This design comes from an exercise in tuning for small area, a short achievable clock period and few clock cycles per item on the open sky130 flow, not from production work.
RTL that was checked went through simulation tests only; none was proved equivalent to the original.
Function not checked in runs 7 and 8: the RTL went through the layout flow alone.

### constraint.sdc
create_clock -name core_clock -period 5.0 [get_ports {clk}]
set_input_delay 1.0000 -clock core_clock [delete_from_list [all_inputs] [get_ports {clk}]]
set_output_delay 1.0000 -clock core_clock [all_outputs]
set_load 0.01 [all_outputs]
### config.mk
export PLATFORM = sky130hd
export DESIGN_NAME = cordic_core
export DESIGN_NICKNAME = cordic_core
export VERILOG_FILES = /design/flow/design.v
export SDC_FILE = /design/flow/constraint.sdc
export NUM_CORES = 4
export LEC_CHECK = 0
export ABC_AREA = 1
export CAP_MARGIN = 20
export CORE_MARGIN = 2
export CORE_UTILIZATION = 40
export CTS_BUF_LIST = sky130_fd_sc_hd__clkbuf_8
export SETUP_SLACK_MARGIN = 1.5
export SLEW_MARGIN = 20
### standard.sh
#!/bin/bash
# synth_recipe.tcl (not shown) runs the flow's synth.tcl, then flattens the netlist and writes it again
# the make line also repeats each setting of config.mk as NAME=value (left out here)
make -C /OpenROAD-flow-scripts/flow DESIGN_CONFIG=/design/flow/config.mk WORK_HOME=/design/flow/orfs CLKGATE_MAP_FILE= SYNTH_SCRIPT=/design/flow/synth_recipe.tcl "${@:-finish}"
### design.v
module cordic_core (
    input  wire        clk,
    input  wire        rst,
    input  wire        start,
    input  wire [15:0] angle,
    output wire [15:0] sin_out,
    output wire [15:0] cos_out,
    output reg         busy
);
    reg  [15:0] u, v;        
    reg  [12:0] z;           
    reg  [3:0]  j;           
    reg         pu, pv;      
    reg         lpu, lpv;    
    reg         dv;          
    reg         cu0, cu1;    
    reg         cv0, cv1;    
    assign sin_out = u;
    assign cos_out = v;
    wire acc = start & ~busy;
    wire [13:0] th = angle[13:0];
    wire        d1 = th[13];
    wire        d2 = d1 ? (th >= 14'd13028) : (th >= 14'd3356);
    reg  [15:0] x3, y3;
    reg  [12:0] c3;          
    always @(*) begin
        case ({d1, d2})
            2'b00: begin x3 = 16'd16170; y3 = 16'd1245;  c3 = 13'd801;  end
            2'b01: begin x3 = 16'd13682; y3 = 16'd8707;  c3 = 13'd5911; end
            2'b10: begin x3 = 16'd8707;  y3 = 16'd13682; c3 = 13'd2281; end
            default: begin x3 = 16'd1245; y3 = 16'd16170; c3 = 13'd7391; end
        endcase
    end
    wire [15:0] uini = (angle[14] ? x3 : y3) ^ {16{angle[15]}};
    wire [15:0] vini = (angle[14] ? y3 : x3) ^ {16{angle[15] ^ angle[14]}};
    wire [12:0] at =
        (j == 4'd0)  ? 13'd1297 :
        (j == 4'd1)  ? 13'd651 :
        (j == 4'd2)  ? 13'd326 :
        (j == 4'd3)  ? 13'd163 :
        (j == 4'd4)  ? 13'd81 :
        (j == 4'd5)  ? 13'd41 :
        (j == 4'd6)  ? 13'd20 :
        (j == 4'd7)  ? 13'd10 :
        (j == 4'd8)  ? 13'd5 :
        (j == 4'd9)  ? 13'd3 :
        (j == 4'd10) ? 13'd1 :
        (j == 4'd11) ? 13'd1 : 13'd0;
    wire        d    = ~z[12];                  
    wire        zsub = ~busy | d;
    wire [12:0] za   = busy ? z : angle[12:0];
    wire [12:0] zb   = (busy ? at : c3) ^ {13{zsub}};
    wire [12:0] znxt;
    zadd ZADD (.a(za), .b(zb), .c(zsub), .y(znxt));
    wire        du   = d;                       
    wire        subu = du ^ ~pv;
    wire        subv = dv ^ pu;
    wire        mu   = busy ? ~du : v[15];
    wire        mv   = busy ? dv : u[15];
    wire        fixu = lpu & subu;
    wire        fixv = lpv & subv;
    wire        ciu  = du ? cu1 : cu0;          
    wire        civ  = dv ? cv1 : cv0;          
    wire        fu   = fixu ? ~du : v[15];
    wire        fv   = fixv ? dv : u[15];
    wire [12:0] sv1 = j[0] ? {fu, v[15:4]} : v[15:3];
    wire [12:0] sv2 = j[1] ? {{2{fu}}, sv1[12:2]} : sv1;
    wire [12:0] sv3 = j[2] ? {{4{fu}}, sv2[12:4]} : sv2;
    wire [12:0] sv4 = j[3] ? {{8{fu}}, sv3[12:8]} : sv3;
    wire [12:0] su1 = j[0] ? {fv, u[15:4]} : u[15:3];
    wire [12:0] su2 = j[1] ? {{2{fv}}, su1[12:2]} : su1;
    wire [12:0] su3 = j[2] ? {{4{fv}}, su2[12:4]} : su2;
    wire [12:0] su4 = j[3] ? {{8{fv}}, su3[12:8]} : su3;
    wire [15:0] opu = ({{3{fu}}, sv4} ^ {16{mu}}) ^ {14'd0, fixu, 1'b0};
    wire [15:0] opv = ({{3{fv}}, su4} ^ {16{mv}}) ^ {14'd0, fixv, 1'b0};
    wire [15:0] unxt, vnxt;
    uvadd UADD (.a(u), .b(opu), .c(ciu), .y(unxt));
    uvadd VADD (.a(v), .b(opv), .c(civ), .y(vnxt));
    wire lastn = busy & (j == 4'd10);           
    wire busyn = acc | (busy & (j != 4'd11));
    wire pun   = busy ? pu : angle[15];
    wire pvn   = busy ? pv : angle[15] ^ angle[14];
    wire ku    = ~pvn ^ (lastn & pun);           
    wire kv    = pun ^ (lastn & pvn);            
    always @(posedge clk or posedge rst) begin
        if (rst)
            busy <= 1'b0;
        else
            busy <= busyn;
    end
    always @(posedge clk) begin
        j   <= busy ? j + 4'd1 : (acc ? 4'd0 : 4'd12);
        lpu <= lastn & pu;
        lpv <= lastn & pv;
        z   <= znxt;
        pu  <= pun;
        pv  <= pvn;
        dv  <= ~znxt[12];
        cu0 <= busyn & ku;
        cu1 <= busyn & ~ku;
        cv0 <= busyn & kv;
        cv1 <= busyn & ~kv;
        u <= acc ? uini : unxt;
        v <= acc ? vini : vnxt;
    end
endmodule
module uvadd(input [15:0] a, input [15:0] b, input c, output [15:0] y);
  assign y = a + b + {15'd0, c};
endmodule
module zadd(input [12:0] a, input [12:0] b, input c, output [12:0] y);
  assign y = a + b + {12'd0, c};
endmodule
### flow/run.sh
#!/bin/bash
set -o pipefail
export BUFFER_PORTS_ARGS="-buffer_cell sky130_fd_sc_hd__buf_1"
export CTS_ARGS="-sink_clustering_enable -repair_clock_nets -buf_list sky130_fd_sc_hd__clkbuf_8 -dont_use_dummy_load"
cat standard.sh > standard.sh.copy.log
bash standard.sh > standard.log 2>&1
==> summary.txt, run 1 <==
Logic synthesis
  – Ys Warns: 1
  – Avg Cell Area, Syn: 6.10 um^2
  – Main combinational cell family by area after synthesis: simple AND/OR/NAND/NOR gates
  – Post-synth EDFFs: 0
  – Register area share after synthesis: 0.192
  – Adder-Cell Fraction of Synth Area: 0.103
  – Cell taking the most area after synthesis: dfxtp_1
  – Top post-synthesis cells by area: dfxtp_1, nand2_1, ha_1
  – Synth Register Bits: around 60
  – Yosys top cell area share: 0.188
  – Synth async-reset ratio: 0.0169
  – Synth Cell Area: approximately 6200 um^2
  – Post-synthesis compound-gate area fraction: 0.201
  – Multiplexer share of the synthesized area: 0.00810
  – Synth Flop Type: dfxtp_1
  – Post-synth cell types: 47
  – Xor and xnor area share after synthesis: 0.0664
  – Syn Nets: roughly 1100
  – Synthesized netlist cell count: around 1000
  – Simple-gate share of the synthesized area: 0.330

Placed design
  – Setup WS pre-CTS: 1.07 ns
  – Routability cong.: 0.901
  – IO buf count: 51
  – Post-DP HPWL: ~15000 um

Drt
  – Residual DRC: 0
  – Post-DRT Antenna Nets: 0
  – Pre-antenna DRT Iters: 5
  – Via count: approximately 6700
  – Total wire length: between 15000 and 20000 um
  – DRT iter0 DRCs: 471
  – Routed WL per cell: between 15 and 20 um
  – Vias per cell: between 5 and 6

STA
  – Final hold slack: about 0.43 ns
  – Final setup violation count: 0
  – Tmin final: between 3 and 4 ns
  – RSZ-0062 raised after global routing: yes
  – Fin Clk Skew: 0.0177 ns
  – Fmax: 300 MHz
  – Hold Violations, Final: 0
  – Fin crit share: 0.667
  – Final worst slack: 1.67 ns
  – Worst slew margin: 0.547
  – Fin Setup TNS: 0 ns
  – Final Slew Violations: 0
  – Worst-margin pin slew: ~0.67 ns

Layout
  – Antenna diodes: 0
  – Layout cell share with drive strength beyond 1: 0.0881
  – FILL cells: roughly 1700
  – Final nets: 1136
  – Multi-input gate area: approximately 4500 um^2
  – Final core occ: 0.457
  – Layout overhead on the synthesized area: 12.0%
  – Register area: around 1200 um^2

Floorplan
  – Core area: around 15000 um^2
  – Die Area: roughly 16000 um^2
  – Effective utilization at floorplan: 0.408
  – Row cnt: 45
  – I/O Pins: 52
  – Die width: 128 um
  – DIE HEIGHT: 128 um

Critical path
  – Worst EP required: about 5.3 ns
  – Crit Path Max Fanout: 7
  – CP arrival: roughly 3.6 ns
  – Crit path to: u[10]
  – Cell depth of the worst flop-to-flop path: 24
  – Setup Crit Path Kind: flop to flop
  – Element type at the critical path end: flop
  – RR Startpoint: j[0]
  – FF-to-FF setup slack: roughly 1.7 ns
  – Startpoint types: flop
  – CP startpoint: j[0]
  – R2R Path End: u[10]

Clocking
  – Worst skew pair latency: ~0.37 ns
  – Root Driver: clkbuf_8
  – Clock tree sinks: 59
  – CTS tree: yes
  – Clock slew at reported path FFs: roughly 0.08 ns
  – Buffer depth of the longest clock path: 2
  – Htree depth: 3
  – TritonCTS Buffers: 9

Outcome
  – Outcome: finished clean

Global route
  – GRT Residual Overflow: 0
  – GRT Resource Usage Total: 0.236
  – Vias in the first global route: just over 6000
  – Global-route wire length before repair: ~30000 um
  – Antenna violations before repair: 0
  – Largest net degree at the start of global routing: 33

Worst hold path
  – Hold Crit Class: primary input to async pin

Run
  – Number of max-cap violations: 0
registers in the layout, summed over array words and instances, names as in the netlist:
register  cells
lpv           1
pv            1
cv0           1
u            16
cu0           1
lpu           1
busy          1
j             4
dv            1
pu            1
z            13
cv1           1
cu1           1
v            16
what timing repair did:
item | in CTS | in global routing
pin swaps | 2 | 4
endpoints found under the setup margin | 23 | 22
buffers inserted | 7 | 7
cloned | 2 | 1
hold buffers | 0 | 0
resized for setup | 19 | 27
layer usage:
metal	share of wire	track usage	up-vias
met5	0	0	-
met4	0.030	0.0931	0
met3	0.057	0.0459	37
met2	0.46	0.389	207
met1	0.45	0.305	3058
li1	-	-	3435
worst min-delay path by stage:
| stage | start | to | depth (start not counted) | slack (ns) |
|---|---|---|---|---|
| 6_report | rst | busy | 2 | 0.43 |
| 5_1_grt | rst | busy | 2 | 0.42 |
| 4_1_cts | rst | busy | 2 | 0.42 |
| 3_5_place_dp | j[0] | j[0] | 1 | 0.50 |
| 3_3_place_gp | j[0] | j[0] | 1 | 0.50 |
| 2_1_floorplan | pv | lpv | 2 | 0.48 |
kinds of logic after synthesis:
group / count (synthesis)
fa+ha+maj: 48
compound gates: 223
mux: 5
simple gates: 481
flops: 59
buf+inv: 152
xor+xnor: 46
Yosys cell counts (all sizes together) (2+ instances only):
master,number
o211ai,18
xnor2,8
o31ai,3
xor2,38
mux2i,5
o21ai,106
nand3,78
and2,2
a21o,3
o21bai,8
a31oi,6
inv,122
nand2,311
clkbuf,10
or2,4
o2111ai,2
ha,43
nor3,8
a21boi,4
dfxtp,58
buf,20
nand4,4
a21oi,69
nor2,71
fa,5
cells in the final DEF, fill, tap and decap left out, drive strengths merged, types with 2 or more instances in the layout:
master / n
o211ai: 18
nand2: 311
nor2: 71
dfxtp: 58
o21ai: 106
a31oi: 6
and2: 2
a21o: 3
nor3: 8
mux2i: 5
nand3: 78
xnor2: 8
ha: 43
nand4: 4
or2: 4
o2111ai: 2
a21oi: 69
clkbuf: 10
clkinvlp: 2
fa: 5
o21bai: 8
xor2: 38
o31ai: 3
buf: 71
inv: 120
a21boi: 4
critical path: stages (launching register included):
cell and delay [ns]:
dfxtp_4 0.45, buf_12 0.15, mux2i_1 0.25, nand2_1 0.07, nand2_1 0.11, nand2_1 0.06
nand2_1 0.06, inv_1 0.04, nand2_1 0.09, xor2_1 0.17, inv_1 0.07, fa_2 0.35
fa_2 0.35, nand2_1 0.10, nand2_1 0.06, nand2_1 0.08, nand2_1 0.08, inv_1 0.07
nor2_1 0.05, nor2_2 0.14, o21ai_2 0.08, nand2_1 0.10, nand3_1 0.07, nand3_1 0.10
nand2_1 0.05
cell type report:
type | count | share of cell area
multi-input combinational | 803 | 0.644
sequential | 59 | 0.173
inverter | 122 | 0.0682
timing repair buffer | 73 | 0.0618
tap | 188 | 0.0340
clock buffer | 9 | 0.0179
timing repair inverter | 1 | 0.00108
stage by stage:
stage,instance area [um^2],instances
global placement,6490,1228
CTS,6760,1246
floorplan,6180,1014
finish,6920,1255
global route,6920,1255
detailed placement,6490,1228
Testbench counts, summed over its fixed seeds: cycles 62,408, items 4,800.
==> inputs of run 2 (changes only) <==
==> flow/run.sh (replaced) <==
#!/bin/bash
set -o pipefail
export BUFFER_PORTS_ARGS="-buffer_cell sky130_fd_sc_hd__buf_1"
cat standard.sh > standard.sh.copy.log
bash standard.sh > standard.log 2>&1
--- a/config.mk
+++ b/config.mk
@@ -9,5 +9,5 @@
 export CAP_MARGIN = 20
 export CORE_MARGIN = 2
-export CORE_UTILIZATION = 40
+export CORE_UTILIZATION = 30
 export CTS_BUF_LIST = sky130_fd_sc_hd__clkbuf_8
 export SETUP_SLACK_MARGIN = 1.5
==> run 2 against run 1 <==
Worst setup slack better by 0.016 ns. Critical path depth shrank 1. Routed wire length rose by 2.2%. Highest routed layer unchanged. Synthesized cell count stayed put. Cell count is 7.1% higher. Worst hold slack improved by 0.0080 ns. Largest cell class unchanged. First-iteration DRC count is 13% higher.
==> summary.txt, run 2 <==
Clocking
  – Htree depth: 3
  – Clock tree sinks: 59
  – Cts hold-fix bufs: 0
  – Worst skew pair latency: 0.38 ns
  – Root Driver: clkbuf_8
  – TritonCTS Buffers: 9
  – Buffer depth of the longest clock path: 2
  – CTS tree: yes
  – Clock slew at reported path FFs: 0.08 ns

Global route
  – Largest net degree at the start of global routing: 38
  – Antenna violations before repair: 0
  – Vias in the first global route: between 6000 and 7000
  – GRT Residual Overflow: 0
  – Global-route wire length before repair: 31600 um
  – GRT Resource Usage Total: 0.181

Logic synthesis
  – Post-synth cell types: 47
  – Synth Flop Type: dfxtp_1
  – Register area share after synthesis: 0.192
  – Most common library cells after synthesis: nand2_1, inv_1, o21ai_0
  – Post-synth EDFFs: 0
  – Synthesized netlist cell count: between 1000 and 1500
  – Synth Cell Area: approximately 6200 um^2
  – Ys Warns: 1
  – Cell taking the most area after synthesis: dfxtp_1
  – Top-count cell post-synth: nand2_1
  – Synth async-reset ratio: 0.0169
  – Top post-synthesis cells by area: dfxtp_1, nand2_1, ha_1
  – Avg Cell Area, Syn: 6.10 um^2
  – Syn Nets: approximately 1100
  – Yosys top cell area share: 0.188
  – Synth Register Bits: ~60

Floorplan
  – Die Area: between 20000 and 25000 um^2
  – Effective utilization at floorplan: 0.305
  – I/O Pins: 52
  – DIE HEIGHT: roughly 150 um
  – Die width: 148 um
  – Core area: between 20000 and 25000 um^2
  – Row cnt: 52

Layout
  – Final std cell area, no fill: 7170 um^2
  – Layout overhead on the synthesized area: 16.0%
  – Final nets: roughly 1100
  – Antenna diodes: 0
  – Commonest non-fill, non-tap cell in the layout: nand2_1
  – Final core occ: 0.354
  – Regs by FF count: u x16, v x16, z x13
  – Layout cell share with drive strength beyond 1: 0.102
  – Leading cell types in the layout, fill and taps excluded: nand2_1, inv_1, o21ai_0

Placed design
  – Post-DP HPWL: between 15000 and 20000 um
  – IO buf count: around 50
  – Setup WS pre-CTS: between 1 and 1.5 ns
  – Area after DPL: 6600 um^2
  – Routability cong.: between 0.9 and 1

Critical path
  – Crit-path most repeated cell: nand2_1
  – Element type at the critical path end: flop
  – Worst path cell trace: clkinvlp_4 -> buf_4 -> o21ai_0 -> o211ai_1 -> nand2_1 -> inv_1 -> nand2_1 -> xor2_1 -> inv_1 -> fa_2 -> fa_2 -> nand2_1 -> nand2_1 -> nand2_2 -> nand2_2 -> inv_1 -> nor2_1 -> nor2_2 -> o21ai_2 -> nand2_1 -> nand3_1 -> nand3_1 -> nand2_1
  – CP arrival: between 3 and 4 ns
  – Critical Path Slowest Stage Cell: dfxtp_2
  – Worst EP required: around 5.3 ns
  – CP peak stage delay: about 0.43 ns
  – Startpoint types: flop
  – Crit Path Max Fanout: 8
  – Setup Crit Path Kind: flop to flop

STA
  – Fin Clk Skew: approximately 0.012 ns
  – Hold Violations, Final: 0
  – Worst slew margin: 0.572
  – Tmin final: 3.32 ns
  – Fmax: 301 MHz
  – Worst-margin pin slew: roughly 0.64 ns
  – Fin crit share: 0.663
  – RSZ-0062 raised after global routing: yes
  – Final worst slack: 1.68 ns
  – Final setup violation count: 0
  – Final Slew Violations: 0
  – Fin Setup TNS: 0 ns

Drt
  – Total wire length: between 15000 and 20000 um
  – Post-DRT Antenna Nets: 0
  – Pre-antenna DRT Iters: 5
  – Via count: 6669
  – Residual DRC: 0
  – DRT iter0 DRCs: approximately 530
  – Vias per cell: 4.96
  – Routed WL per cell: between 10 and 15 um

Run
  – Number of max-cap violations: 0

Worst hold path
  – Hold Crit Class: primary input to async pin

Outcome
  – Outcome: finished clean
run 2: kinds of logic after synthesis:
group | share of synthesized area
DFF | 0.192
muxes | 0.00810
and+or+nand+nor | 0.330
AOI/OAI and AO/OA | 0.201
adders and majority gates | 0.103
buffers and inverters | 0.0992
xor gates and xnor gates | 0.0664
run 2: timing repair:
action | 4_1_cts | 5_1_grt
buffers inserted | 3 | 10
endpoints found under the setup margin | 14 | 26
cloned | 1 | 3
pin swaps | 1 | 7
resized for setup | 11 | 41
run 2: worst paths after layout:
check | from | endpoint | slack, ns | depth (start not counted)
max | j[1] | u[10] | 1.68 | 23
max in group asynchronous | rst | busy | 4.43 | 2
min in group core_clock | pu | lpu | 0.53 | 2
min reg2reg | pu | lpu | 0.53 | 2
min | rst | busy | 0.44 | 2
max reg2reg | j[1] | u[10] | 1.68 | 23
run 2: metal layers:
layer	up-vias	track usage	routed length (um)
met3	37	0.0352	1160
li1	3435	-	-
met5	-	0	0
met1	2982	0.240	9160
met2	215	0.286	8870
met4	0	0.0760	651
run 2: final cells by class:
cell class                      count  area, um^2
Timing Repair inverter              1        7.51
Inverter                          122         472
Timing Repair Buffer               73         427
Clock inverter                      7         125
Clock buffer                        9         124
Multi-Input combinational cell    803        4480
Tap cell                          270         338
Sequential cell                    59        1200
Fill cell                        2212       13100
run 2: through the flow:
| step | hold slack [ns] | instances |
|---|---|---|
| 3_3_place_gp | 0.523 | 1311 |
| 4_1_cts | 0.440 | 1331 |
| 6_report | 0.442 | 1344 |
| 3_5_place_dp | 0.518 | 1311 |
| 2_1_floorplan | 0.475 | 1014 |
| 5_1_grt | 0.450 | 1344 |
run 2: worst max-delay path: cells and delay by family, from the launching register on:
kind	cells	cell delay, ns
AO/OA/AOI/OAI	3	0.32
adder cells (fa/ha/maj)	2	0.71
flip-flops	1	0.43
AND/OR/NAND/NOR	12	1.04
XOR/XNOR	1	0.15
buffers and inverters	5	0.56
==> inputs of run 3 (changes only) <==
--- a/config.mk
+++ b/config.mk
@@ -9,5 +9,5 @@
 export CAP_MARGIN = 20
 export CORE_MARGIN = 2
-export CORE_UTILIZATION = 30
+export CORE_UTILIZATION = 50
 export CTS_BUF_LIST = sky130_fd_sc_hd__clkbuf_8
 export SETUP_SLACK_MARGIN = 1.5
==> run 3 against run 2 <==
Cell count is 7.4% lower. Critical path depth is 1 higher. Die area is 39% lower. Cell area is 1.6% lower. Worst setup slack better by 0.022 ns. Clock skew is 0.0025 ns lower.
==> summary.txt, run 3 <==
Outcome
  – Outcome: finished clean

Floorplan
  – Effective utilization at floorplan: 0.512
  – I/O Pins: 52
  – DIE HEIGHT: 115 um
  – Die Area: ~13000 um^2
  – Row cnt: 40
  – Core area: between 10000 and 15000 um^2
  – Die width: between 100 and 150 um

Logic synthesis
  – Simple-gate share of the synthesized area: 0.330
  – Most common library cells after synthesis: nand2_1, inv_1, o21ai_0
  – Synth Cell Area: 6180 um^2
  – Top post-synthesis cells by area: dfxtp_1, nand2_1, ha_1
  – Synthesized netlist cell count: a little over 1000
  – Synth Register Bits: 59
  – Syn Nets: between 1000 and 1500
  – Post-synth cell types: 47
  – Adder-Cell Fraction of Synth Area: 0.103
  – Register area share after synthesis: 0.192
  – Avg Cell Area, Syn: between 6 and 7 um^2
  – Synth async-reset ratio: 0.0169
  – Ys Warns: 1
  – Main combinational cell family by area after synthesis: simple AND/OR/NAND/NOR gates
  – Multiplexer share of the synthesized area: 0.00810
  – Xor and xnor area share after synthesis: 0.0664
  – Top-count cell post-synth: nand2_1
  – Cell taking the most area after synthesis: dfxtp_1
  – Post-synthesis compound-gate area fraction: 0.201
  – Post-synth EDFFs: 0
  – Yosys top cell area share: 0.188
  – Synth Flop Type: dfxtp_1

Layout
  – Register area: roughly 1200 um^2
  – Commonest non-fill, non-tap cell in the layout: nand2_1
  – Antenna diodes: 0
  – Regs by FF count: u x16, v x16, z x13
  – Leading cell types in the layout, fill and taps excluded: nand2_1, inv_1, o21ai_0
  – Multi-input gate area: around 4500 um^2
  – Layout cell share with drive strength beyond 1: 0.101
  – Final nets: 1139
  – FILL cells: about 1300
  – Layout overhead on the synthesized area: 14.2%

Critical path
  – Cell depth of the worst flop-to-flop path: 24
  – CP startpoint: j[1]
  – Crit path to: u[10]
  – RR Startpoint: j[1]
  – FF-to-FF setup slack: 1.70 ns
  – Crit Path Max Fanout: 14
  – Startpoint types: flop
  – Setup Crit Path Kind: flop to flop
  – Worst EP required: about 5.3 ns
  – R2R Path End: u[10]
  – CP arrival: ~3.6 ns
  – Element type at the critical path end: flop

Drt
  – Pre-antenna DRT Iters: 5
  – Routed WL per cell: between 15 and 20 um
  – Via count: 6773
  – Total wire length: around 20000 um
  – Post-DRT Antenna Nets: 0
  – Vias per cell: approximately 5.4
  – DRT iter0 DRCs: 621
  – Residual DRC: 0

STA
  – Fin Setup TNS: 0 ns
  – Fin Clk Skew: 0.00984 ns
  – Final setup violation count: 0
  – Hold Violations, Final: 0
  – RSZ-0062 raised after global routing: yes
  – Fmax: 303 MHz
  – Fin crit share: 0.659
  – Final Slew Violations: 0
  – Worst-margin pin slew: 0.619 ns
  – Worst slew margin: 0.583
  – Tmin final: 3.30 ns

Clocking
  – Htree depth: 3
  – Buffer depth of the longest clock path: 2
  – TritonCTS Buffers: 9
  – Clock slew at reported path FFs: 0.08 ns
  – CTS tree: yes
  – Clock tree sinks: 59
  – Root Driver: clkbuf_8
  – Worst skew pair latency: approximately 0.38 ns

Placed design
  – Post-DP HPWL: between 15000 and 20000 um
  – IO buf count: 51
  – Routability cong.: ~0.94

Worst hold path
  – Hold Crit Class: primary input to async pin

Global route
  – Antenna violations before repair: 1
  – Vias in the first global route: just over 6000
  – GRT Residual Overflow: 0
  – Global-route wire length before repair: about 30000 um
  – Largest net degree at the start of global routing: 38
  – GRT Resource Usage Total: 0.301

Run
  – Number of max-cap violations: 0
run 3: stage by stage:
stage	util	hold slack, ns	setup slack [ns]	std cells	area, um^2
after floorplan	-	0.475	1.73	1014	6180
after global placement	0.537	0.507	1.20	1210	6480
after detailed placement	0.537	0.509	1.14	1210	6480
after CTS	0.561	0.406	1.50	1232	6770
after global routing	0.585	0.415	1.46	1245	7060
final	0.585	0.420	1.70	1245	7060
run 3: layout make-up:
cell class | instances | share of cell area
clock buffers | 9 | 0.0176
clock inverters | 7 | 0.0142
inverters | 122 | 0.0672
multi-input cells | 803 | 0.635
flip-flops and latches | 59 | 0.171
well taps | 168 | 0.0298
repair buffers | 75 | 0.0638
repair inverters | 2 | 0.00213
run 3: per-layer routing:
metal  part of all wire  global-route usage
met5                  0                   0
met2               0.44               0.468
met3              0.066              0.0527
met1               0.46               0.407
met4              0.037               0.139
run 3: logic make-up (layout without fill, tap and decap cells):
| logic type | count (synthesis) | in the layout |
|---|---|---|
| adder cells (fa/ha/maj) | 48 | 48 |
| AND/OR/NAND/NOR | 481 | 481 |
| multiplexers | 5 | 5 |
| buffers and inverters | 152 | 215 |
| flip-flops | 59 | 59 |
| XOR/XNOR | 46 | 46 |
| AO/OA/AOI/OAI | 223 | 223 |
run 3: worst max-delay path: stages, from the launching register on:
cell	delay (ns)
dfxtp_4	0.39
buf_12	0.15
clkinvlp_4	0.16
buf_4	0.17
o21ai_0	0.06
o211ai_1	0.10
nand2_1	0.09
inv_1	0.04
nand2_1	0.09
xor2_1	0.15
inv_1	0.07
fa_2	0.37
fa_2	0.34
nand2_1	0.10
nand2_1	0.06
nand2_1	0.07
nand2_1	0.07
inv_1	0.08
nor2_1	0.05
nor2_2	0.14
o21ai_1	0.10
nand2_1	0.11
nand3_1	0.06
nand3_1	0.09
nand2_1	0.05
run 3: repair_timing:
action,4_1_cts,5_1_grt
pin swaps,0,3
gates resized for setup,10,46
hold buffers,0,0
gates cloned,2,3
buffers inserted,4,10
setup endpoints to repair,17,30
run 3: how the worst min path moves through the flow:
stage / from / endpoint / slack, ns / cells after the start
global route: rst / busy / 0.42 / 2
floorplan: pv / lpv / 0.48 / 2
CTS: rst / busy / 0.41 / 2
global placement: pu / lpu / 0.51 / 2
detailed placement: pv / lpv / 0.51 / 2
finish: rst / busy / 0.42 / 2
==> inputs of run 4 (changes only) <==
--- a/config.mk
+++ b/config.mk
@@ -9,6 +9,7 @@
 export CAP_MARGIN = 20
 export CORE_MARGIN = 2
-export CORE_UTILIZATION = 50
+export CORE_UTILIZATION = 40
 export CTS_BUF_LIST = sky130_fd_sc_hd__clkbuf_8
 export SETUP_SLACK_MARGIN = 1.5
 export SLEW_MARGIN = 20
+export TNS_END_PERCENT = 5
==> run 4 against run 3 <==
Sequential share of layout area is 0.42 points higher. Largest cell class unchanged. Worst hold slack better by 0.012 ns. Clock skew is 0.0018 ns lower. Critical path depth is 3 lower. Count of clock-buffer cells in the layout stayed put. Highest routed layer unchanged. Non-clock buffer count is 11 lower. Utilization is 13 points lower. Worst setup slack worse by 0.19 ns. Sequential cell count stayed put.
==> summary.txt, run 4 <==
Clocking
  – TritonCTS Buffers: 9
  – Buffer depth of the longest clock path: 2
  – Cts hold-fix bufs: 0
  – Root Driver: clkbuf_8
  – Clock slew at reported path FFs: approximately 0.080 ns
  – Clock tree sinks: roughly 60
  – Htree depth: 3
  – Worst skew pair latency: 0.37 ns
  – CTS tree: yes

STA
  – RSZ-0062 raised after global routing: yes
  – Worst slew margin: 0.531
  – Hold Violations, Final: 0
  – Fin Setup TNS: 0 ns
  – Fmax: approximately 290 MHz
  – Tmin final: 3.48 ns
  – Fin Clk Skew: 0.00804 ns
  – Fin crit share: 0.697
  – Final Slew Violations: 0
  – Worst-margin pin slew: approximately 0.7 ns
  – Final setup violation count: 0
  – Final worst slack: between 1.5 and 2 ns

Placed design
  – Post-DP HPWL: 15000 um
  – Dpl cells: roughly 1200
  – Routability cong.: roughly 0.9
  – Setup WS pre-CTS: roughly 1.1 ns
  – IO buf count: 51

Layout
  – FILL cells: between 1500 and 2000
  – Commonest non-fill, non-tap cell in the layout: nand2_1
  – Layout cell share with drive strength beyond 1: 0.0714
  – Final nets: 1127
  – Post-Layout Cell Count: between 1000 and 1500
  – Leading cell types in the layout, fill and taps excluded: nand2_1, inv_1, o21ai_0
  – Regs by FF count: u x16, v x16, z x13
  – Antenna diodes: 0
  – Layout overhead on the synthesized area: 10.5%

Critical path
  – FF-to-FF setup slack: 1.52 ns
  – Worst EP required: about 5.3 ns
  – Cell depth of the worst flop-to-flop path: 23
  – R2R Path End: u[10]
  – CP arrival: between 3 and 4 ns
  – Setup Crit Path Kind: primary input to flop
  – Crit Path Max Fanout: 6
  – Element type at the critical path end: flop
  – Startpoint types: primary input
  – RR Startpoint: j[0]

Worst hold path
  – Hold Crit Class: primary input to async pin

Logic synthesis
  – Synth Cell Area: 6180 um^2
  – Top post-synthesis cells by area: dfxtp_1, nand2_1, ha_1
  – Ys Warns: 1
  – Synth Flop Type: dfxtp_1
  – Post-synth EDFFs: 0
  – Yosys top cell area share: 0.188
  – Synth async-reset ratio: 0.0169
  – Post-synth cell types: between 40 and 50
  – Top-count cell post-synth: nand2_1
  – Synthesized netlist cell count: ~1000
  – Most common library cells after synthesis: nand2_1, inv_1, o21ai_0
  – Register area share after synthesis: 0.192
  – Synth Register Bits: 59
  – Syn Nets: around 1100
  – Cell taking the most area after synthesis: dfxtp_1
  – Avg Cell Area, Syn: 6.10 um^2

Floorplan
  – I/O Pins: 52
  – Row cnt: 45
  – Core area: 15100 um^2
  – Effective utilization at floorplan: 0.408
  – Die Area: between 15000 and 20000 um^2
  – DIE HEIGHT: between 100 and 150 um
  – Die width: 128 um

Drt
  – DRT iter0 DRCs: around 440
  – Residual DRC: 0
  – Post-DRT Antenna Nets: 0
  – Pre-antenna DRT Iters: 5
  – Total wire length: between 15000 and 20000 um
  – Routed WL per cell: 15.4 um
  – Via count: 6664
  – Vias per cell: approximately 5.3

Global route
  – Vias in the first global route: between 6000 and 7000
  – Antenna violations before repair: 0
  – Largest net degree at the start of global routing: 33
  – GRT Residual Overflow: 0
  – GRT Resource Usage Total: 0.237
  – Global-route wire length before repair: 30500 um

Outcome
  – Outcome: finished clean

Run
  – Number of max-cap violations: 0
[run 4: changes by cell type in the layout (fill, tap and decap cells not counted), sizes merged]
cell / change
clkbuf: -4
inv: -3
bufinv: -1
clkinvlp: +2
clkinv: +1
buf: -8
bufbuf: +1
[run 4: worst max-delay path by stage]
stage                     startpoint     to  slack, ns  depth (start not counted)
after floorplan            angle[13]  z[10]       1.73                         21
after global routing            j[0]  u[10]       1.20                         24
after CTS                  angle[13]  z[10]       1.49                         21
after global placement      angle[4]  z[10]       1.10                         17
final                      angle[13]  z[10]       1.52                         21
after detailed placement    angle[4]  z[10]       1.07                         17
[run 4: worst max-delay path, cell delays in order]
cell and delay, ns:
buf_1 0.30, nand2_1 0.09, inv_1 0.07, nand3_1 0.06, nor2_1 0.08, nand2_1 0.07, nand2_2 0.13, inv_2 0.05
nand2_1 0.05, nand2_1 0.15, nand2_1 0.23, nand2_1 0.10, xor2_1 0.15, ha_1 0.35, nand3b_1 0.09, and2_1 0.16
inv_1 0.08, a21oi_1 0.25, nor2_1 0.07, nor2_1 0.11, xor2_1 0.14
[run 4: cells by family after synthesis]
| logic type | after synthesis | synth area share |
|---|---|---|
| compound gates | 223 | 0.201 |
| xor+xnor | 46 | 0.0664 |
| fa+ha+maj | 48 | 0.103 |
| buf+inv | 152 | 0.0992 |
| flops | 59 | 0.192 |
| mux | 5 | 0.00810 |
| simple gates | 481 | 0.330 |
[run 4: through the flow]
| stage | hold WS [ns] | area, um^2 | utilization |
|---|---|---|---|
| after floorplan | 0.475 | 6180 | - |
| after global placement | 0.495 | 6490 | 0.429 |
| after detailed placement | 0.503 | 6490 | 0.429 |
| after CTS | 0.419 | 6820 | 0.451 |
| after global routing | 0.417 | 6830 | 0.451 |
| final | 0.432 | 6830 | 0.451 |
[run 4: per-layer routing]
layer	routed length [um]	up-vias	track usage
li1	-	3418	-
met1	8880	3021	0.308
met2	8930	195	0.392
met4	474	0	0.0866
met3	1010	30	0.0430
met5	0	-	0
[run 4: what timing repair did]
item | CTS | global route
cloned | 2 | 0
gates resized for setup | 17 | 3
endpoints found under the setup margin | 22 | 31
pin swaps | 2 | 0
setup buffers | 7 | 0
[run 4: layout make-up]
class                      instances  area [um^2]  area share
inverter                         122          475      0.0696
clock inverter                     7         68.8      0.0101
multi-input combinational        803         4400       0.644
timing repair buffer              64          330      0.0484
clock buffer                       9          124      0.0181
sequential                        59         1190       0.175
timing repair inverter             1         5.00    0.000733
tap                              188          235      0.0344
==> inputs of run 5 (changes only) <==
--- a/config.mk
+++ b/config.mk
@@ -13,3 +13,2 @@
 export SETUP_SLACK_MARGIN = 1.5
 export SLEW_MARGIN = 20
-export TNS_END_PERCENT = 5
==> run 5 against run 4 <==
Cell area grew 1.7%. Register-to-register slack improved by 0.17 ns. Utilization up 0.78 points. First-iteration DRC count increased by 5.9%. Critical endpoint is now u[10]. Largest cell class unchanged. Die area is the same.
==> summary.txt, run 5 <==
Drt
  – Post-DRT Antenna Nets: 0
  – DRT iter0 DRCs: 465
  – Residual DRC: 0
  – Total wire length: between 15000 and 20000 um
  – Via count: a little under 7000
  – Routed WL per cell: between 15 and 20 um
  – Vias per cell: 5.35
  – Pre-antenna DRT Iters: 5

Layout
  – Layout cell share with drive strength beyond 1: 0.0924
  – Layout overhead on the synthesized area: 12.4%
  – FILL cells: between 1500 and 2000
  – Regs by FF count: u x16, v x16, z x13
  – Antenna diodes: 0
  – Leading cell types in the layout, fill and taps excluded: nand2_1, inv_1, o21ai_0
  – Final nets: ~1100
  – Commonest non-fill, non-tap cell in the layout: nand2_1

Logic synthesis
  – Ys Warns: 1
  – Post-synth cell types: 47
  – Avg Cell Area, Syn: just over 6 um^2
  – Synth async-reset ratio: 0.0169
  – Syn Nets: approximately 1100
  – Cell taking the most area after synthesis: dfxtp_1
  – Synth Register Bits: 59
  – Top post-synthesis cells by area: dfxtp_1, nand2_1, ha_1
  – Synthesized netlist cell count: between 1000 and 1500
  – Post-synth EDFFs: 0
  – Synth Flop Type: dfxtp_1
  – Most common library cells after synthesis: nand2_1, inv_1, o21ai_0
  – Top-count cell post-synth: nand2_1
  – Yosys top cell area share: 0.188
  – Register area share after synthesis: 0.192
  – Synth Cell Area: 6180 um^2

Placed design
  – Setup WS pre-CTS: 1.07 ns
  – Post-DP HPWL: between 10000 and 15000 um
  – IO buf count: 51
  – Routability cong.: 0.901

Floorplan
  – Row cnt: 45
  – Die Area: 16500 um^2
  – Core area: between 15000 and 20000 um^2
  – I/O Pins: 52
  – DIE HEIGHT: 128 um
  – Effective utilization at floorplan: 0.408
  – Die width: 128 um

Critical path
  – Setup Crit Path Kind: flop to flop
  – CP arrival: 3.58 ns
  – Crit path max-delay family: simple AND/OR/NAND/NOR gates
  – Worst path buffer plus inverter count: 4
  – Worst EP required: 5.27 ns
  – Element type at the critical path end: flop
  – CP peak stage delay: 0.43 ns
  – Critical Path Slowest Stage Cell: dfxtp_4
  – Worst path cell trace: buf_12 -> mux2i_1 -> nand2_1 -> nand2_1 -> nand2_1 -> nand2_1 -> inv_1 -> nand2_1 -> xor2_1 -> inv_1 -> fa_2 -> fa_2 -> nand2_1 -> nand2_1 -> nand2_1 -> nand2_1 -> inv_1 -> nor2_1 -> nor2_2 -> o21ai_1 -> nand2_1 -> nand3_1 -> nand3_1 -> nand2_1
  – Crit Path Max Fanout: 15
  – Crit-path most repeated cell: nand2_1
  – Startpoint types: flop

Global route
  – GRT Residual Overflow: 0
  – Antenna violations before repair: 0
  – Global-route wire length before repair: around 30000 um
  – Largest net degree at the start of global routing: 33
  – Vias in the first global route: ~6000
  – GRT Resource Usage Total: 0.237

Clocking
  – Htree depth: 3
  – Clock tree sinks: between 50 and 60
  – TritonCTS Buffers: 9
  – CTS tree: yes
  – Clock slew at reported path FFs: roughly 0.08 ns
  – Cts hold-fix bufs: 0
  – Worst skew pair latency: ~0.37 ns
  – Root Driver: clkbuf_8
  – Buffer depth of the longest clock path: 2

STA
  – RSZ-0062 raised after global routing: yes
  – Tmin final: between 3 and 4 ns
  – Final hold slack: approximately 0.43 ns
  – Fin crit share: 0.663
  – Fin Clk Skew: 0.00946 ns
  – Worst-margin pin slew: ~0.69 ns
  – Hold Violations, Final: 0
  – Fmax: 302 MHz
  – Final setup violation count: 0
  – Worst slew margin: 0.533
  – Final worst slack: 1.69 ns
  – Final Slew Violations: 0
  – Fin Setup TNS: 0 ns

Run
  – Number of max-cap violations: 0

Outcome
  – Outcome: finished clean

Worst hold path
  – Hold Crit Class: primary input to async pin
## run 5: metal layers
metal	global-route usage	vias to the layer above	routed length (um)
li1	-	3439	-
met1	0.308	3064	8880
met2	0.392	209	9030
met3	0.0430	30	1000
met4	0.0866	0	491
met5	0	-	0
## run 5: repair_timing
action | CTS | global route
setup endpoints to repair | 22 | 28
setup buffers | 7 | 7
pin swaps | 2 | 1
cloned | 2 | 0
resized for setup | 18 | 30
## run 5: cell families after synthesis
group | synth area share
AND/OR/NAND/NOR | 0.330
buffers and inverters | 0.0992
flip-flops | 0.192
multiplexers | 0.00810
adder cells (fa/ha/maj) | 0.103
AO/OA/AOI/OAI | 0.201
XOR/XNOR | 0.0664
## run 5: final timing paths
kind                       endpoint  cells after the start  slack, ns  start
max in group asynchronous      busy                      2       4.45    rst
min in group core_clock         lpv                      2       0.52     pv
max reg2reg                   u[10]                     24       1.69   j[0]
max                           u[10]                     24       1.69   j[0]
min reg2reg                     lpv                      2       0.52     pv
min                            busy                      2       0.43    rst
## run 5: cell type report
class                      instances  area [um^2]  area share
timing repair inverter             1         7.51     0.00108
tap                              188          235      0.0338
multi-input combinational        803         4450       0.640
inverter                         122          475      0.0684
sequential                        59         1200       0.173
timing repair buffer              71          388      0.0558
clock buffer                       9          124      0.0178
clock inverter                     7         68.8     0.00990
## run 5: metrics by stage
stage           util  cell area [um^2]  instances
3_5_place_dp   0.429              6490       1228
4_1_cts        0.451              6830       1253
2_1_floorplan      -              6180       1014
3_3_place_gp   0.429              6490       1228
5_1_grt        0.459              6950       1260
6_report       0.459              6950       1260
## run 5: worst register-to-register path, cell delays in order, from the launching register on
cell     delay, ns
dfxtp_4       0.43
buf_12        0.16
mux2i_1       0.26
nand2_1       0.07
nand2_1       0.10
nand2_1       0.06
nand2_1       0.06
inv_1         0.04
nand2_1       0.09
xor2_1        0.17
inv_1         0.08
fa_2          0.38
fa_2          0.36
nand2_1       0.10
nand2_1       0.06
nand2_1       0.08
nand2_1       0.08
inv_1         0.07
nor2_1        0.05
nor2_2        0.11
o21ai_1       0.10
nand2_1       0.10
nand3_1       0.07
nand3_1       0.10
nand2_1       0.05
==> inputs of run 6 (changes only) <==
--- a/config.mk
+++ b/config.mk
@@ -7,8 +7,8 @@
 export LEC_CHECK = 0
 export ABC_AREA = 1
-export CAP_MARGIN = 20
+export CAP_MARGIN = 5
 export CORE_MARGIN = 2
 export CORE_UTILIZATION = 40
 export CTS_BUF_LIST = sky130_fd_sc_hd__clkbuf_8
 export SETUP_SLACK_MARGIN = 1.5
-export SLEW_MARGIN = 20
+export SLEW_MARGIN = 5
==> run 6 against run 5 <==
Sequential share of layout area is 0.068 points lower. Worst setup slack better by 0.013 ns. Synthesized cell count did not move. Cell count barely moved. Still clean. First-iteration DRC count increased by 14%. Via count shrank 0.24%.
==> summary.txt, run 6 <==
Layout
  – Layout overhead on the synthesized area: 12.8%
  – Antenna diodes: 0
  – Leading cell types in the layout, fill and taps excluded: nand2_1, inv_1, o21ai_0
  – Final std cell area, no fill: around 7000 um^2
  – Final nets: ~1100
  – Commonest non-fill, non-tap cell in the layout: nand2_1
  – Layout cell share with drive strength beyond 1: 0.0913
  – Regs by FF count: u x16, v x16, z x13

Global route
  – Largest net degree at the start of global routing: 33
  – Global-route wire length before repair: between 30000 and 40000 um
  – Vias in the first global route: 6066
  – Antenna violations before repair: 0
  – GRT Resource Usage Total: 0.237
  – GRT Residual Overflow: 0

STA
  – Tmin final: approximately 3.3 ns
  – Fin crit share: 0.660
  – Final setup violation count: 0
  – Hold Violations, Final: 0
  – Final hold slack: roughly 0.43 ns
  – Worst-margin pin slew: around 1.2 ns
  – Final Slew Violations: 0
  – Final worst slack: around 1.7 ns
  – RSZ-0062 raised after global routing: yes
  – Fmax: just over 300 MHz
  – Worst slew margin: 0.219
  – Fin Setup TNS: 0 ns
  – Fin Clk Skew: 0.00884 ns

Floorplan
  – Die width: approximately 130 um
  – Die Area: around 16000 um^2
  – I/O Pins: 52
  – Row cnt: 45
  – Core area: approximately 15000 um^2
  – Effective utilization at floorplan: 0.408
  – DIE HEIGHT: 128 um

Clocking
  – Root Driver: clkbuf_8
  – Cts hold-fix bufs: 0
  – TritonCTS Buffers: 9
  – Clock slew at reported path FFs: around 0.080 ns
  – Htree depth: 3
  – Clock tree sinks: 59
  – Worst skew pair latency: between 0.3 and 0.4 ns
  – CTS tree: yes
  – Buffer depth of the longest clock path: 2

Drt
  – Via count: between 6000 and 7000
  – Total wire length: 19400 um
  – Vias per cell: 5.33
  – Pre-antenna DRT Iters: 5
  – Routed WL per cell: approximately 15 um
  – Residual DRC: 0
  – DRT iter0 DRCs: 530
  – Post-DRT Antenna Nets: 0

Critical path
  – Crit Path Max Fanout: 8
  – Cell depth of the worst flop-to-flop path: 24
  – Startpoint types: flop
  – Worst path buffer plus inverter count: 4
  – Element type at the critical path end: flop
  – Setup Crit Path Kind: flop to flop
  – Critical Path Slowest Stage Cell: dfxtp_4
  – Stages on worst setup path: 24
  – Worst EP required: roughly 5.3 ns
  – CP arrival: between 3 and 4 ns
  – Crit-path most repeated cell: nand2_1
  – CP peak stage delay: 0.44 ns
  – Crit path max-delay family: simple AND/OR/NAND/NOR gates
  – Worst path cell trace: buf_12 -> mux2i_1 -> nand2_1 -> nand2_1 -> nand2_1 -> nand2_1 -> inv_1 -> nand2_1 -> xor2_1 -> inv_1 -> fa_2 -> fa_2 -> nand2_1 -> nand2_1 -> nand2_1 -> nand2_1 -> inv_1 -> nor2_1 -> nor2_2 -> o21ai_1 -> nand2_1 -> nand3_1 -> nand3_1 -> nand2_1

Logic synthesis
  – Register area share after synthesis: 0.192
  – Post-synth EDFFs: 0
  – Avg Cell Area, Syn: 6.10 um^2
  – Main combinational cell family by area after synthesis: simple AND/OR/NAND/NOR gates
  – Synth async-reset ratio: 0.0169
  – Xor and xnor area share after synthesis: 0.0664
  – Top-count cell post-synth: nand2_1
  – Most common library cells after synthesis: nand2_1, inv_1, o21ai_0
  – Post-synth cell types: 47
  – Post-synthesis compound-gate area fraction: 0.201
  – Syn Nets: roughly 1100
  – Simple-gate share of the synthesized area: 0.330
  – Multiplexer share of the synthesized area: 0.00810
  – Synth Register Bits: 59
  – Synthesized netlist cell count: slightly above 1000
  – Cell taking the most area after synthesis: dfxtp_1
  – Synth Flop Type: dfxtp_1
  – Adder-Cell Fraction of Synth Area: 0.103
  – Top post-synthesis cells by area: dfxtp_1, nand2_1, ha_1
  – Ys Warns: 1
  – Yosys top cell area share: 0.188
  – Synth Cell Area: 6180 um^2

Placed design
  – IO buf count: approximately 50
  – Post-DP HPWL: ~15000 um
  – Area after DPL: roughly 6500 um^2
  – Setup WS pre-CTS: between 1 and 1.5 ns
  – Routability cong.: about 0.90

Worst hold path
  – Hold Crit Class: primary input to async pin

Run
  – Number of max-cap violations: 0

Outcome
  – Outcome: finished clean
## run 6: cells by family after synthesis
kind of cell | count (synthesis)
AND/OR/NAND/NOR | 481
AO/OA/AOI/OAI | 223
multiplexers | 5
buffers and inverters | 152
adder cells (fa/ha/maj) | 48
flip-flops | 59
XOR/XNOR | 46
## run 6: worst paths after layout
check                      startpoint  slack, ns    end
setup reg to reg                 j[0]       1.70  u[10]
hold / removal                    rst       0.43   busy
setup / recovery                 j[0]       1.70  u[10]
max in group asynchronous         rst       4.44   busy
min in group core_clock            pv       0.52    lpv
hold reg to reg                    pv       0.52    lpv
## run 6: metrics by stage
step	util	cells
global route	0.460	1261
detailed placement	0.429	1228
floorplan	-	1014
global placement	0.429	1228
finish	0.460	1261
CTS	0.451	1253
## run 6: layout make-up
class | count | area (um^2)
Tap cell | 188 | 235
Fill cell | 1673 | 8180
Sequential cell | 59 | 1200
Multi-Input combinational cell | 803 | 4450
Inverter | 122 | 472
Timing Repair inverter | 2 | 15.0
Clock buffer | 9 | 124
Clock inverter | 7 | 68.8
Timing Repair Buffer | 71 | 405
## run 6: metal layers
| metal | wire length (um) | GRT usage | vias up |
|---|---|---|---|
| li1 | - | - | 3442 |
| met5 | 0 | 0 | - |
| met2 | 8960 | 0.392 | 184 |
| met3 | 918 | 0.0430 | 34 |
| met1 | 9000 | 0.308 | 3066 |
| met4 | 562 | 0.0866 | 0 |
## run 6: timing repair
action	CTS	global route
cloned	2	2
resized for setup	18	28
setup buffers	7	6
endpoints found under the hold margin	0	0
pin swaps	2	4
setup endpoints to repair	22	21
==> inputs of run 7 (changes only) <==
--- a/design.v
+++ b/design.v
@@ -13,4 +13,5 @@
     reg         pu, pv;      
     reg         lpu, lpv;    
+    reg         nu;          
     reg         dv;          
     reg         cu0, cu1;    
@@ -53,15 +54,14 @@
     wire [12:0] znxt;
     zadd ZADD (.a(za), .b(zb), .c(zsub), .y(znxt));
-    wire        du   = d;                       
-    wire        subu = du ^ ~pv;
+    wire        subu = nu ^ pv;
     wire        subv = dv ^ pu;
-    wire        mu   = busy ? ~du : v[15];
-    wire        mv   = busy ? dv : u[15];
+    wire        mu   = nu;
+    wire        mv   = dv;
     wire        fixu = lpu & subu;
     wire        fixv = lpv & subv;
-    wire        ciu  = du ? cu1 : cu0;          
+    wire        ciu  = nu ? cu1 : cu0;          
     wire        civ  = dv ? cv1 : cv0;          
-    wire        fu   = fixu ? ~du : v[15];
-    wire        fv   = fixv ? dv : u[15];
+    wire        fu   = (~busy | fixu) ? mu : v[15];
+    wire        fv   = (~busy | fixv) ? mv : u[15];
     wire [12:0] sv1 = j[0] ? {fu, v[15:4]} : v[15:3];
     wire [12:0] sv2 = j[1] ? {{2{fu}}, sv1[12:2]} : sv1;
@@ -81,6 +81,7 @@
     wire pun   = busy ? pu : angle[15];
     wire pvn   = busy ? pv : angle[15] ^ angle[14];
-    wire ku    = ~pvn ^ (lastn & pun);           
+    wire ku    = pvn ^ (lastn & pun);            
     wire kv    = pun ^ (lastn & pvn);            
+    wire [3:0] jn = busy ? ((j == 4'd11) ? 4'd13 : j + 4'd1) : (acc ? 4'd0 : 4'd13);
     always @(posedge clk or posedge rst) begin
         if (rst)
@@ -90,10 +91,11 @@
     end
     always @(posedge clk) begin
-        j   <= busy ? j + 4'd1 : (acc ? 4'd0 : 4'd12);
-        lpu <= lastn & pu;
-        lpv <= lastn & pv;
-        z   <= znxt;
+        j   <= jn;
+        lpu <= lastn & pun;
+        lpv <= lastn & pvn;
         pu  <= pun;
         pv  <= pvn;
+        z   <= znxt;
+        nu  <= busyn & znxt[12];
         dv  <= ~znxt[12];
         cu0 <= busyn & ku;
@@ -101,6 +103,6 @@
         cv0 <= busyn & kv;
         cv1 <= busyn & ~kv;
-        u <= acc ? uini : unxt;
-        v <= acc ? vini : vnxt;
+        u   <= acc ? uini : unxt;
+        v   <= acc ? vini : vnxt;
     end
 endmodule
--- a/config.mk
+++ b/config.mk
@@ -7,8 +7,8 @@
 export LEC_CHECK = 0
 export ABC_AREA = 1
-export CAP_MARGIN = 5
+export CAP_MARGIN = 20
 export CORE_MARGIN = 2
 export CORE_UTILIZATION = 40
 export CTS_BUF_LIST = sky130_fd_sc_hd__clkbuf_8
 export SETUP_SLACK_MARGIN = 1.5
-export SLEW_MARGIN = 5
+export SLEW_MARGIN = 20
==> run 7 against run 6 <==
Still clean on timing, DRC and antenna. Worst hold slack lost 0.012 ns. Die area grew 1.9%. Via count grew 3.3%.
==> summary.txt, run 7 <==
Layout
  – Regs by FF count: u x16, v x16, z x13
  – Leading cell types in the layout, fill and taps excluded: nand2_1, inv_1, nand3_1
  – Final std cell area, no fill: 7080 um^2
  – Layout cell share with drive strength beyond 1: 0.0879
  – FILL cells: ~1700
  – Antenna diodes: 0
  – Layout overhead on the synthesized area: 12.3%
  – Final core occ: 0.462
  – Final nets: around 1200
  – Commonest non-fill, non-tap cell in the layout: nand2_1

STA
  – Final hold slack: around 0.42 ns
  – Tmin final: 3.30 ns
  – Fin Setup TNS: 0 ns
  – Fin crit share: 0.660
  – Worst-margin pin slew: ~0.63 ns
  – RSZ-0062 raised after global routing: yes
  – Fmax: 303 MHz
  – Final Slew Violations: 0
  – Hold Violations, Final: 0
  – Worst slew margin: 0.580
  – Final setup violation count: 0
  – Fin Clk Skew: roughly 0.015 ns

Floorplan
  – Row cnt: 45
  – Die width: 130 um
  – Die Area: roughly 17000 um^2
  – Effective utilization at floorplan: 0.412
  – DIE HEIGHT: ~130 um
  – Core area: 15300 um^2
  – I/O Pins: 52

Logic synthesis
  – Synthesized netlist cell count: ~1100
  – Ys Warns: 1
  – Syn Nets: 1120
  – Most common library cells after synthesis: nand2_1, inv_1, nand3_1, o21ai_0, dfxtp_1
  – Synth Cell Area: about 6300 um^2
  – Synth async-reset ratio: 0.0167
  – Top post-synthesis cells by area: nand2_1, dfxtp_1, ha_1
  – Top-count cell post-synth: nand2_1
  – Post-synth EDFFs: 0
  – Synth Flop Type: dfxtp_1
  – Post-synth cell types: 52
  – Register area share after synthesis: 0.191
  – Synth Register Bits: 60
  – Cell taking the most area after synthesis: nand2_1
  – Yosys top cell area share: 0.213
  – Avg Cell Area, Syn: about 6.0 um^2

Critical path
  – Element type at the critical path end: flop
  – Worst path cell trace: buf_1 -> inv_2 -> nand2_2 -> nor3_4 -> nand3_2 -> o21ai_4 -> nand2_2 -> nand2_4 -> nand3_1 -> o21ai_0 -> inv_1 -> ha_1 -> inv_1 -> nor3_2 -> nand3_1 -> nand4_1 -> nand3b_1 -> nand2_2 -> nor2_2
  – R2R Path End: nu
  – CP peak stage delay: between 0.3 and 0.4 ns
  – Cell depth of the worst flop-to-flop path: 19
  – Startpoint types: primary input
  – Crit Path Max Fanout: 5
  – CP arrival: around 3.6 ns
  – Crit path max-delay family: simple AND/OR/NAND/NOR gates
  – Worst EP required: 5.30 ns
  – FF-to-FF setup slack: about 1.7 ns
  – Setup Crit Path Kind: primary input to flop
  – Worst path buffer plus inverter count: 4
  – RR Startpoint: j[1]
  – Critical Path Slowest Stage Cell: ha_1
  – Crit-path most repeated cell: nand2_2
  – Stages on worst setup path: 19

Worst hold path
  – Hold Crit Class: primary input to async pin

Outcome
  – Outcome: finished clean

Drt
  – Vias per cell: roughly 5.3
  – DRT iter0 DRCs: around 630
  – Post-DRT Antenna Nets: 0
  – Pre-antenna DRT Iters: 5
  – Total wire length: roughly 20000 um
  – Routed WL per cell: around 16 um
  – Via count: slightly below 7000
  – Residual DRC: 0

Run
  – Number of max-cap violations: 0

Global route
  – Global-route wire length before repair: between 30000 and 40000 um
  – Antenna violations before repair: 0
  – GRT Resource Usage Total: 0.248
  – Vias in the first global route: about 6300
  – Largest net degree at the start of global routing: 35
  – GRT Residual Overflow: 0

Clocking
  – Clock slew at reported path FFs: roughly 0.070 ns
  – Clock tree sinks: 60
  – TritonCTS Buffers: 9
  – Worst skew pair latency: roughly 0.38 ns
  – CTS tree: yes
  – Buffer depth of the longest clock path: 2
  – Htree depth: 3
  – Root Driver: clkbuf_8

Placed design
  – IO buf count: 51
  – Area after DPL: about 6600 um^2
  – Post-DP HPWL: around 16000 um
  – Routability cong.: approximately 0.96
==> run 7: cell types whose count changed after synthesis, sizes merged, moves of 10 or more <==
cell / delta
o211ai: -12
nand3: +22
nand2: +56
nor2: -18
a21oi: -12
xor2: -10
==> run 7: how the worst max path moves through the flow <==
stage / startpoint / end / slack, ns
2_1_floorplan: angle[10] / z[11] / 1.71
3_3_place_gp: dv / v[10] / 1.15
3_5_place_dp: angle[13] / z[11] / 1.14
4_1_cts: j[3] / v[10] / 1.47
5_1_grt: j[0] / v[10] / 1.46
6_report: angle[13] / nu / 1.70
==> run 7: logic make-up after synthesis <==
| group | synth area share |
|---|---|
| XOR/XNOR | 0.0486 |
| AO/OA/AOI/OAI | 0.181 |
| adder cells (fa/ha/maj) | 0.101 |
| AND/OR/NAND/NOR | 0.368 |
| multiplexers | 0.00635 |
| buffers and inverters | 0.104 |
| flip-flops | 0.191 |
==> run 7: area by class of cell <==
class | count | area, um^2 | share of cell area
sequential | 60 | 1220 | 0.172
timing repair buffer | 68 | 352 | 0.0496
clock inverter | 4 | 70.1 | 0.00989
clock buffer | 12 | 165 | 0.0233
tap | 211 | 264 | 0.0373
timing repair inverter | 1 | 7.51 | 0.00106
inverter | 126 | 500 | 0.0707
multi-input combinational | 833 | 4510 | 0.636
==> run 7: routing by layer <==
layer	global-route usage	part of all wire	up-vias
met2	0.371	0.43	230
met4	0.0917	0.025	0
met1	0.358	0.48	3143
met3	0.0405	0.061	34
met5	0	0	-
li1	-	-	3540
==> run 7: what timing repair did <==
action	CTS	global route
buffers inserted	3	8
endpoints found under the setup margin	17	25
resized for setup	7	45
cloned	1	0
hold buffers	0	0
pin swaps	1	4
==> run 7: through the flow <==
step	setup slack, ns	instances
after CTS	1.47	1307
after floorplan	1.71	1053
final	1.70	1315
after global placement	1.15	1287
after global routing	1.46	1315
after detailed placement	1.14	1287
==> inputs of run 8 (changes only) <==
--- a/design.v
+++ b/design.v
@@ -11,4 +11,5 @@
     reg  [12:0] z;           
     reg  [3:0]  j;           
+    reg  [3:0]  ju;          
     reg         pu, pv;      
     reg         lpu, lpv;    
@@ -68,8 +69,8 @@
     wire [12:0] sv3 = j[2] ? {{4{fu}}, sv2[12:4]} : sv2;
     wire [12:0] sv4 = j[3] ? {{8{fu}}, sv3[12:8]} : sv3;
-    wire [12:0] su1 = j[0] ? {fv, u[15:4]} : u[15:3];
-    wire [12:0] su2 = j[1] ? {{2{fv}}, su1[12:2]} : su1;
-    wire [12:0] su3 = j[2] ? {{4{fv}}, su2[12:4]} : su2;
-    wire [12:0] su4 = j[3] ? {{8{fv}}, su3[12:8]} : su3;
+    wire [12:0] su1 = ju[0] ? {fv, u[15:4]} : u[15:3];
+    wire [12:0] su2 = ju[1] ? {{2{fv}}, su1[12:2]} : su1;
+    wire [12:0] su3 = ju[2] ? {{4{fv}}, su2[12:4]} : su2;
+    wire [12:0] su4 = ju[3] ? {{8{fv}}, su3[12:8]} : su3;
     wire [15:0] opu = ({{3{fu}}, sv4} ^ {16{mu}}) ^ {14'd0, fixu, 1'b0};
     wire [15:0] opv = ({{3{fv}}, su4} ^ {16{mv}}) ^ {14'd0, fixv, 1'b0};
@@ -92,4 +93,5 @@
     always @(posedge clk) begin
         j   <= jn;
+        ju  <= busy ? ((ju == 4'd11) ? 4'd13 : ju + 4'd1) : (acc ? 4'd0 : 4'd13);
         lpu <= lastn & pun;
         lpv <= lastn & pvn;
==> run 8 against run 7 <==
Die area grew 1.3%. Count of clock-buffer cells in the layout shrank 2. Cell count grew 2.9%. Still clean. Sequential cell count grew 4. Worst hold slack gained 0.028 ns. Area after synthesis grew 1.4%. Critical endpoint is now v[14]. Global-route usage shrank 1.4 points. Highest routed layer unchanged.
==> summary.txt, run 8 <==
Outcome
  – Outcome: finished clean

Logic synthesis
  – Synth Register Bits: 64
  – Multiplexer share of the synthesized area: 0.00626
  – Synth Cell Area: about 6400 um^2
  – Avg Cell Area, Syn: 5.96 um^2
  – Cell taking the most area after synthesis: nand2_1
  – Synthesized netlist cell count: 1072
  – Register area share after synthesis: 0.201
  – Ys Warns: 1
  – Post-synth cell types: 53
  – Yosys top cell area share: 0.212
  – Post-synthesis compound-gate area fraction: 0.184
  – Adder-Cell Fraction of Synth Area: 0.102
  – Syn Nets: about 1100
  – Synth Flop Type: dfxtp_1
  – Post-synth EDFFs: 0
  – Xor and xnor area share after synthesis: 0.0425
  – Synth async-reset ratio: 0.0156
  – Top-count cell post-synth: nand2_1
  – Top post-synthesis cells by area: nand2_1, dfxtp_1, ha_1
  – Simple-gate share of the synthesized area: 0.370
  – Most common library cells after synthesis: nand2_1, inv_1, nand3_1
  – Main combinational cell family by area after synthesis: simple AND/OR/NAND/NOR gates

Drt
  – Post-DRT Antenna Nets: 0
  – Vias per cell: slightly above 5
  – Residual DRC: 0
  – DRT iter0 DRCs: between 300 and 400
  – Total wire length: 19800 um
  – Via count: about 7000
  – Routed WL per cell: approximately 15 um
  – Pre-antenna DRT Iters: 5

Critical path
  – Critical Path Slowest Stage Cell: dfxtp_1
  – Worst path cell trace: inv_1 -> o21ai_0 -> mux2i_1 -> o211ai_1 -> nand2_1 -> nand2_1 -> nand2_1 -> fa_2 -> fa_2 -> nand2_1 -> inv_1 -> o21ai_0 -> nand2_1 -> a21oi_2 -> inv_1 -> nand3_1 -> nand3_1 -> nand2_1 -> o21ai_0
  – RR Startpoint: u[9]
  – Crit-path most repeated cell: nand2_1
  – Setup Crit Path Kind: flop to flop
  – Element type at the critical path end: flop
  – FF-to-FF setup slack: between 1.5 and 2 ns
  – Cell depth of the worst flop-to-flop path: 19
  – R2R Path End: v[14]
  – Crit Path Max Fanout: 4
  – CP peak stage delay: between 0.4 and 0.5 ns
  – Worst EP required: ~5.3 ns
  – Stages on worst setup path: 19
  – Crit path max-delay family: compound AO/OA/AOI/OAI gates
  – Startpoint types: flop
  – Worst path buffer plus inverter count: 3
  – CP arrival: between 3 and 4 ns

Clocking
  – Worst skew pair latency: ~0.38 ns
  – Root Driver: clkbuf_8
  – CTS tree: yes
  – TritonCTS Buffers: 9
  – Htree depth: 3
  – Buffer depth of the longest clock path: 2
  – Cts hold-fix bufs: 0
  – Clock tree sinks: between 60 and 70
  – Clock slew at reported path FFs: approximately 0.080 ns

STA
  – Hold Violations, Final: 0
  – Fin crit share: 0.663
  – Fin Clk Skew: 0.0145 ns
  – Final worst slack: around 1.7 ns
  – Final setup violation count: 0
  – RSZ-0062 raised after global routing: yes
  – Fin Setup TNS: 0 ns
  – Worst-margin pin slew: 0.640 ns
  – Tmin final: ~3.3 ns
  – Final Slew Violations: 0
  – Worst slew margin: 0.569
  – Fmax: 302 MHz

Layout
  – Layout cell share with drive strength beyond 1: 0.0897
  – Commonest non-fill, non-tap cell in the layout: nand2_1
  – Antenna diodes: 0
  – Post-Layout Cell Count: between 1000 and 1500
  – Regs by FF count: u x16, v x16, z x13
  – Leading cell types in the layout, fill and taps excluded: nand2_1, inv_1, nand3_1
  – FILL cells: approximately 1800
  – Final nets: between 1000 and 1500
  – Layout overhead on the synthesized area: 12.9%

Global route
  – Vias in the first global route: just over 6000
  – GR Layer Usage met2: 0.382
  – GRT Residual Overflow: 0
  – GRT Resource Usage Total: 0.234
  – Met1 Use GR: 0.324
  – GR Layer Usage met3: 0.0252
  – Largest net degree at the start of global routing: 38
  – Global-route wire length before repair: between 30000 and 40000 um
  – Grt peak-use layer: met2
  – Antenna violations before repair: 1

Placed design
  – IO buf count: 51
  – Post-DP HPWL: roughly 15000 um
  – Routability cong.: between 0.9 and 1
  – Dpl cells: 1313
  – Setup WS pre-CTS: 1.03 ns

Floorplan
  – I/O Pins: 52
  – Effective utilization at floorplan: 0.405
  – Die width: between 100 and 150 um
  – DIE HEIGHT: ~130 um
  – Die Area: 17000 um^2
  – Row cnt: 46
  – Core area: about 16000 um^2

Run
  – Number of max-cap violations: 0

Worst hold path
  – Hold Crit Class: primary input to async pin
-- run 8: layout make-up --
cell class	instances	area (um^2)	share of cell area
multi-input cells	855	4560	0.631
flip-flops and latches	64	1310	0.181
inverters	124	493	0.0683
repair buffers	77	385	0.0534
well taps	216	270	0.0374
clock buffers	10	138	0.0191
clock inverters	6	60.1	0.00832
repair inverters	1	5.00	0.000693
-- run 8: worst max-delay path by stage --
stage	from	to
5_1_grt	dv	v[14]
3_3_place_gp	angle[13]	z[12]
4_1_cts	j[0]	u[10]
2_1_floorplan	angle[13]	z[11]
6_report	u[9]	v[14]
3_5_place_dp	angle[13]	z[12]
-- run 8: worst register-to-register path, cell delays in order, from the launching register on --
cell	delay, ns
dfxtp_1	0.43
inv_1	0.08
o21ai_0	0.27
mux2i_1	0.16
o211ai_1	0.28
nand2_1	0.09
nand2_1	0.06
nand2_1	0.07
fa_2	0.38
fa_2	0.35
nand2_1	0.09
inv_1	0.04
o21ai_0	0.15
nand2_1	0.18
a21oi_2	0.19
inv_1	0.07
nand3_1	0.10
nand3_1	0.08
nand2_1	0.06
o21ai_0	0.07
-- run 8: cells by family after synthesis --
| logic type | after synthesis |
|---|---|
| xor gates and xnor gates | 31 |
| muxes | 4 |
| DFF | 64 |
| buffers and inverters | 153 |
| AOI/OAI and AO/OA | 209 |
| adders and majority gates | 49 |
| and+or+nand+nor | 562 |
-- run 8: timing repair --
action	in CTS	in global routing
cloned	0	1
pin swaps	0	3
gates resized for setup	11	35
buffers inserted	1	22
hold endpoints to repair	0	0
endpoints found under the setup margin	15	26
-- run 8: routing by layer --
metal	wire length, um	share of wire
met1	9650	0.49
met2	8870	0.45
met3	876	0.044
met4	442	0.022
met5	0	0
-- run 8: metrics by stage --
step / util / hold WS [ns] / instance area (um^2)
4_1_cts: 0.442 / 0.428 / 6970
2_1_floorplan: - / 0.462 / 6390
3_3_place_gp: 0.428 / 0.525 / 6740
6_report: 0.458 / 0.450 / 7220
5_1_grt: 0.458 / 0.436 / 7220
3_5_place_dp: 0.428 / 0.535 / 6740

## what the ideal ports hide
How much do the figures lean on ideal ports? The routed layouts below were timed once more, with nothing changed but the port constraints. Step 1 sets driving cells, clkbuf_16 on the clock port and buf_2 on the other inputs (assumed; they add their load-dependent delay and slew). Step 2 adds t to the input delays and takes it off the output delays; t is the mean of the earliest and latest rising clock arrival at the registers after step 1. Input paths then give back, and output paths get back, about the clock's delay inside the block. Slacks: ideal ports / drivers / drivers and shift; pairs: ideal ports / drivers.
run	shift t [ns]	slack for setup (ns)	slew at the worst register clock pin (ns)	worst slew at a driven data input, ns	cell pins on the clock port's net
run 1	0.397	1.667 / 1.667 / 1.397	0.08 / 0.08	0.03	1
run 2	0.410	1.683 / 1.683 / 1.397	0.08 / 0.08	0.06	1
run 3	0.408	1.705 / 1.705 / 1.358	0.09 / 0.09	0.03	1
run 4	0.405	1.517 / 1.523 / 1.126	0.08 / 0.08	0.03	1
run 5	0.405	1.687 / 1.687 / 1.416	0.08 / 0.08	0.03	1
run 6	0.402	1.700 / 1.700 / 1.410	0.08 / 0.08	0.03	1
run 7	0.410	1.701 / 1.721 / 1.310	0.08 / 0.08	0.03	1
run 8	0.409	1.686 / 1.686 / 1.331	0.08 / 0.08	0.05	1
After both steps every run listed still meets setup and hold.
